What follows belongs to an exercise in optimizing a design on an open flow for small area and a short achievable clock period; a production flow would make more cautious choices. Where RTL was checked, it was by simulation tests only, not by an equivalence proof against the original. Power and IR drop assume default switching activity.

==> 04-24 <==
## user_logic
module user_logic
(
  Bus2IP_Clk,                      
  Bus2IP_Reset,                    
  Bus2IP_Data,                     
  Bus2IP_BE,                       
  Bus2IP_RdCE,                     
  Bus2IP_WrCE,                     
  IP2Bus_Data,                     
  IP2Bus_RdAck,                    
  IP2Bus_WrAck,                    
  IP2Bus_Error                     
);
parameter C_SLV_DWIDTH                   = 32;
parameter C_NUM_REG                      = 3;
input                                     Bus2IP_Clk;
input                                     Bus2IP_Reset;
input      [0 : C_SLV_DWIDTH-1]           Bus2IP_Data;
input      [0 : C_SLV_DWIDTH/8-1]         Bus2IP_BE;
input      [0 : C_NUM_REG-1]              Bus2IP_RdCE;
input      [0 : C_NUM_REG-1]              Bus2IP_WrCE;
output     [0 : C_SLV_DWIDTH-1]           IP2Bus_Data;
output                                    IP2Bus_RdAck;
output                                    IP2Bus_WrAck;
output                                    IP2Bus_Error;
  reg  [0:31] slv_reg0;    
  reg  [0:31] slv_reg1;    
  reg  [0:31] slv_reg2;    
  reg         rst_d;       
  integer     byte_index;
  reg [0:31] a_next, b_next;
  always @(*) begin
    a_next = slv_reg0;
    b_next = slv_reg1;
    if (Bus2IP_Reset == 1) begin
      a_next = 0;
      b_next = 0;
    end else
      case (Bus2IP_WrCE)
        3'b100 :
          for (byte_index = 0; byte_index <= 3; byte_index = byte_index + 1)
            if (Bus2IP_BE[byte_index] == 1)
              a_next[byte_index*8 +: 8] = Bus2IP_Data[byte_index*8 +: 8];
        3'b010 :
          for (byte_index = 0; byte_index <= 3; byte_index = byte_index + 1)
            if (Bus2IP_BE[byte_index] == 1)
              b_next[byte_index*8 +: 8] = Bus2IP_Data[byte_index*8 +: 8];
  ...
==> flow/config.mk <==
export PLATFORM = sky130hd
export DESIGN_NAME = user_logic
export DESIGN_NICKNAME = user_logic
export VERILOG_FILES = /design/flow/design.v
export SDC_FILE = /design/flow/constraint.sdc
export NUM_CORES = 4
export LEC_CHECK = 0
export ABC_AREA = 0
export CAP_MARGIN = 20
export CORE_MARGIN = 2
export CORE_UTILIZATION = 40
export SETUP_SLACK_MARGIN = 4.0
export SLEW_MARGIN = 20
export SYNTH_HIERARCHICAL = 1
export SYNTH_MINIMUM_KEEP_SIZE = 0
==> flow/constraint.sdc <==
create_clock -name core_clock -period 8.0 [get_ports {Bus2IP_Clk}]
set_input_delay 1.6000 -clock core_clock [delete_from_list [all_inputs] [get_ports {Bus2IP_Clk}]]
set_output_delay 1.6000 -clock core_clock [all_outputs]
set_load 0.01 [all_outputs]
run.sh (not shown) runs the stock make flow with config.mk's settings and CLKGATE_MAP_FILE= SYNTH_SCRIPT=/design/flow/synth_recipe.tcl, a recipe that flattens the netlist after the stock synthesis.
==> 08-05 (differences from 04-24) <==
--- a/flow/design.v
+++ b/flow/design.v
@@ -1529,16 +1529,21 @@
   always @(posedge Bus2IP_Clk) begin
     if (Bus2IP_Reset | rst_d)
       slv_reg2 <= 0;
     else
       slv_reg2 <= {prod[31], prod[30], prod[29], prod[28], prod[27], prod[26], prod[25], prod[24], prod[23], prod[22], prod[21], prod[20], prod[19], prod[18], prod[17], prod[16], prod[15], prod[14], prod[13], prod[12], prod[11], prod[10], prod[9], prod[8], prod[7], prod[6], prod[5], prod[4], prod[3], prod[2], prod[1], prod[0]};
   end
-  wire rd_bad = ~((Bus2IP_RdCE == 3'b100) | (Bus2IP_RdCE == 3'b010) | (Bus2IP_RdCE == 3'b001));
   genvar gi;
   generate for (gi = 0; gi < 32; gi = gi + 1) begin : g_rd
-    mul_omux u_omux (.bad(rd_bad), .s0(Bus2IP_RdCE[0]), .s1(Bus2IP_RdCE[1]), .s2(Bus2IP_RdCE[2]),
+    wire many;
+    if (gi % 8 == 0) begin : g_dec
+      mul_maj3 u_many (.a(Bus2IP_RdCE[0]), .b(Bus2IP_RdCE[1]), .c(Bus2IP_RdCE[2]), .y(many));
+    end else begin : g_use
+      assign many = g_rd[gi - gi % 8].many;
+    end
+    mul_omux u_omux (.many(many), .s0(Bus2IP_RdCE[0]), .s1(Bus2IP_RdCE[1]), .s2(Bus2IP_RdCE[2]),
                      .d0(slv_reg0[gi]), .d1(slv_reg1[gi]), .d2(slv_reg2[gi]), .y(IP2Bus_Data[gi]));
   end endgenerate
   assign IP2Bus_WrAck = Bus2IP_WrCE[0] | Bus2IP_WrCE[1] | Bus2IP_WrCE[2];
   assign IP2Bus_RdAck = Bus2IP_RdCE[0] | Bus2IP_RdCE[1] | Bus2IP_RdCE[2];
   assign IP2Bus_Error = 1'b0;
 endmodule
@@ -1553,9 +1558,12 @@
 module mul_ao22 (input a, input b, input c, input d, output y);
   assign y = (a & b) | (c & d);
 endmodule
 module mul_x2 (input a, input b, output y);
   assign y = a ^ b;
 endmodule
-module mul_omux (input bad, input s0, input s1, input s2, input d0, input d1, input d2, output y);
-  assign y = ~bad & ((s0 & d0) | (s1 & d1) | (s2 & d2));
+module mul_maj3 (input a, input b, input c, output y);
+  assign y = (a & b) | (a & c) | (b & c);
+endmodule
+module mul_omux (input many, input s0, input s1, input s2, input d0, input d1, input d2, output y);
+  assign y = ~many & ((s0 & d0) | (s1 & d1) | (s2 & d2));
 endmodule
==> summary.md <==
| Metric | Value |
|---|---|
| Result of the run | `timing/DRC/antenna clean` |
| DIE WIDTH | `203 um` |
| Comb pwr | `599 uW` |
| Combinational Power Share | `25.2%` |
| Multi-input combinational area share | `66.8%` |
Source of the figures above: 04-24

==> summary.md <==
| Metric | Value |
|---|---|
| Multi-input combinational area share | `66.7%` |
| Result of the run | `timing/DRC/antenna clean` |
| RePlAce Congestion | `0.869` |
| CP Cell Sequence | `buf_12, buf_12, maj3_4, buf_12, nor2_2, buf_2` |
| First-pass GRT wire length | `85100 um` |
Source of the figures above: 08-05

Function was not checked in any run of this note: the RTL went through the layout flow alone.

==> build 48 <==
Another version of the RTL of user_logic (not shown whole).
==> flow/config.mk <==
export PLATFORM = sky130hd
export DESIGN_NAME = user_logic
export DESIGN_NICKNAME = user_logic
export VERILOG_FILES = /design/flow/design.v
export SDC_FILE = /design/flow/constraint.sdc
export NUM_CORES = 4
export LEC_CHECK = 0
export ABC_AREA = 1
export CAP_MARGIN = 20
export CORE_MARGIN = 2
export CORE_UTILIZATION = 40
export SLEW_MARGIN = 20
export SYNTH_HIERARCHICAL = 1
export SYNTH_MINIMUM_KEEP_SIZE = 0
==> flow/constraint.sdc <==
create_clock -name core_clock -period 8.0 [get_ports {Bus2IP_Clk}]
set_input_delay 1.6000 -clock core_clock [delete_from_list [all_inputs] [get_ports {Bus2IP_Clk}]]
set_output_delay 1.6000 -clock core_clock [all_outputs]
set_load 0.01 [all_outputs]
==> inputs of build 80, as changes to build 48 <==
SETUP_SLACK_MARGIN = 3.5   (was default)
==> comparison table <==
quantity                                                                  build 80                 build 48
Portion of the layout cell area used by non-clock buffers                    11.1%                    5.90%
Met2 track demand over resource in global routing                            48.0%                    42.8%
Storage cell area                                                      0.00292 mm²              0.00285 mm²
Final HPWL DP                                                              39.2 mm                  40.1 mm
Crit share post-route                                                        59.7%                    76.2%
Worst Hold Launch                                                   p_s[1]$_DFF_P_           p_s[3]$_DFF_P_
Initial antenna violation count                                                  2                        0
Worst-case setup margin in the final layout                                3.22 ns                  1.90 ns
Logic depth of the worst path, buffers included                                 18                       20
Logic gate share of total power                                              38.1%                    35.0%
Total power per unit cell area                                          148 mW/mm²               158 mW/mm²
Critical path data required time                                           8.36 ns                  8.35 ns
Design Power                                                             0.00283 W                0.00269 W
Area growth syn-to-layout                                                    24.1%                    10.4%
Met1 WL                                                                    22.6 mm                  22.2 mm
Min Hold Slack                                                            0.415 ns                 0.413 ns
Maximum clock skew at final layout                                       0.0134 ns                0.0154 ns
Endpoint, Worst Hold                                       slv_reg2[30]$_SDFF_PP0_  slv_reg2[28]$_SDFF_PP0_
Run status                                                 complete, no violations  complete, no violations

==> job 2477 <==
user_logic, a different RTL version from the one above (not shown whole).
==> flow/config.mk <==
export PLATFORM = sky130hd
export DESIGN_NAME = user_logic
export DESIGN_NICKNAME = user_logic
export VERILOG_FILES = /design/flow/design.v
export SDC_FILE = /design/flow/constraint.sdc
export NUM_CORES = 4
export LEC_CHECK = 0
export ABC_AREA = 1
export CAP_MARGIN = 20
export CORE_MARGIN = 2
export CORE_UTILIZATION = 40
export SETUP_SLACK_MARGIN = 3.5
export SLEW_MARGIN = 20
export SYNTH_HIERARCHICAL = 1
export SYNTH_MINIMUM_KEEP_SIZE = 0
==> flow/constraint.sdc <==
create_clock -name core_clock -period 8.0 [get_ports {Bus2IP_Clk}]
set_input_delay 1.6000 -clock core_clock [delete_from_list [all_inputs] [get_ports {Bus2IP_Clk}]]
set_output_delay 1.6000 -clock core_clock [all_outputs]
set_load 0.01 [all_outputs]
==> job 3103 (differences from job 2477) <==
--- a/flow/config.mk
+++ b/flow/config.mk
@@ -10,5 +10,5 @@
 export CORE_MARGIN = 2
 export CORE_UTILIZATION = 40
-export SETUP_SLACK_MARGIN = 3.5
+export SETUP_SLACK_MARGIN = 4.5
 export SLEW_MARGIN = 20
 export SYNTH_HIERARCHICAL = 1
==> qor.txt <==
Critical path depth -> 4
Via Count -> 14.6k
M1 WL -> 23,200 µm
Outcome -> finished clean
Post-DR wirelength/cell -> 24.1 µm
Met2 WL -> 25,900 µm
Hold slack -> 0.413 ns
Crit path max fanout -> 5
DR iter-0 viols -> 1,615
FF-to-FF path depth -> 21
Clock skew -> 0.0169 ns
Clock power frac -> 28.7%
Top power group -> registers
Worst slack, placed -> 2.38 ns
Relative slew slack -> 23.5%
Worst-margin pin slew -> 1.15 ns
Buf/Inv on CP -> 2
P&R area growth vs syn -> 11.4%
[end of results for job 2477]
==> qor.txt <==
Worst slack, placed -> 2.54 ns
Hold slack -> 0.415 ns
Clock skew -> 0.0179 ns
FF-to-FF path depth -> 24
DR iter-0 viols -> 1,882
Met2 WL -> 28,100 µm
Outcome -> finished clean
Via Count -> 15.6k
Buf/Inv on CP -> 5
Post-DR wirelength/cell -> 25.4 µm
Clock power frac -> 28.2%
P&R area growth vs syn -> 27.2%
[end of results for job 3103]

-- what the ideal ports hide --
In the flow no input, the clock included, has a driving cell. The finished layouts below were timed again as built, in two steps. Step 1 assumes that a clkbuf_16 drives the clock port and a buf_2 every other input. Step 2 times the ports against the registers' clock, not the clock port: input delays grow and output delays shrink by t, the midpoint of the rising clock arrivals with the driver on. Three values: no drivers, after step 1, after step 2; two values: the first two.
| run | shift t [ns] | slack for setup (ns) | clock arrival spread, ns |
|---|---|---|---|
| 04-24 | 0.495 | 3.636 / 3.593 / 3.593 | 0.017 / 0.017 |
| 08-05 | 0.495 | 3.788 / 3.666 / 3.666 | 0.017 / 0.017 |
| build 48 | 0.504 | 1.900 / 1.900 / 1.900 | 0.015 / 0.015 |
| build 80 | 0.507 | 3.221 / 3.221 / 3.221 | 0.014 / 0.014 |
| job 2477 | 0.513 | 3.559 / 3.528 / 3.528 | 0.018 / 0.018 |
| job 3103 | 0.506 | 3.711 / 3.664 / 3.664 | 0.017 / 0.018 |
After both steps setup and hold are still met in every run listed. The setup slack of 08-05, which loses most, moves by -0.122 ns with the drivers and by -0.122 ns with both steps.
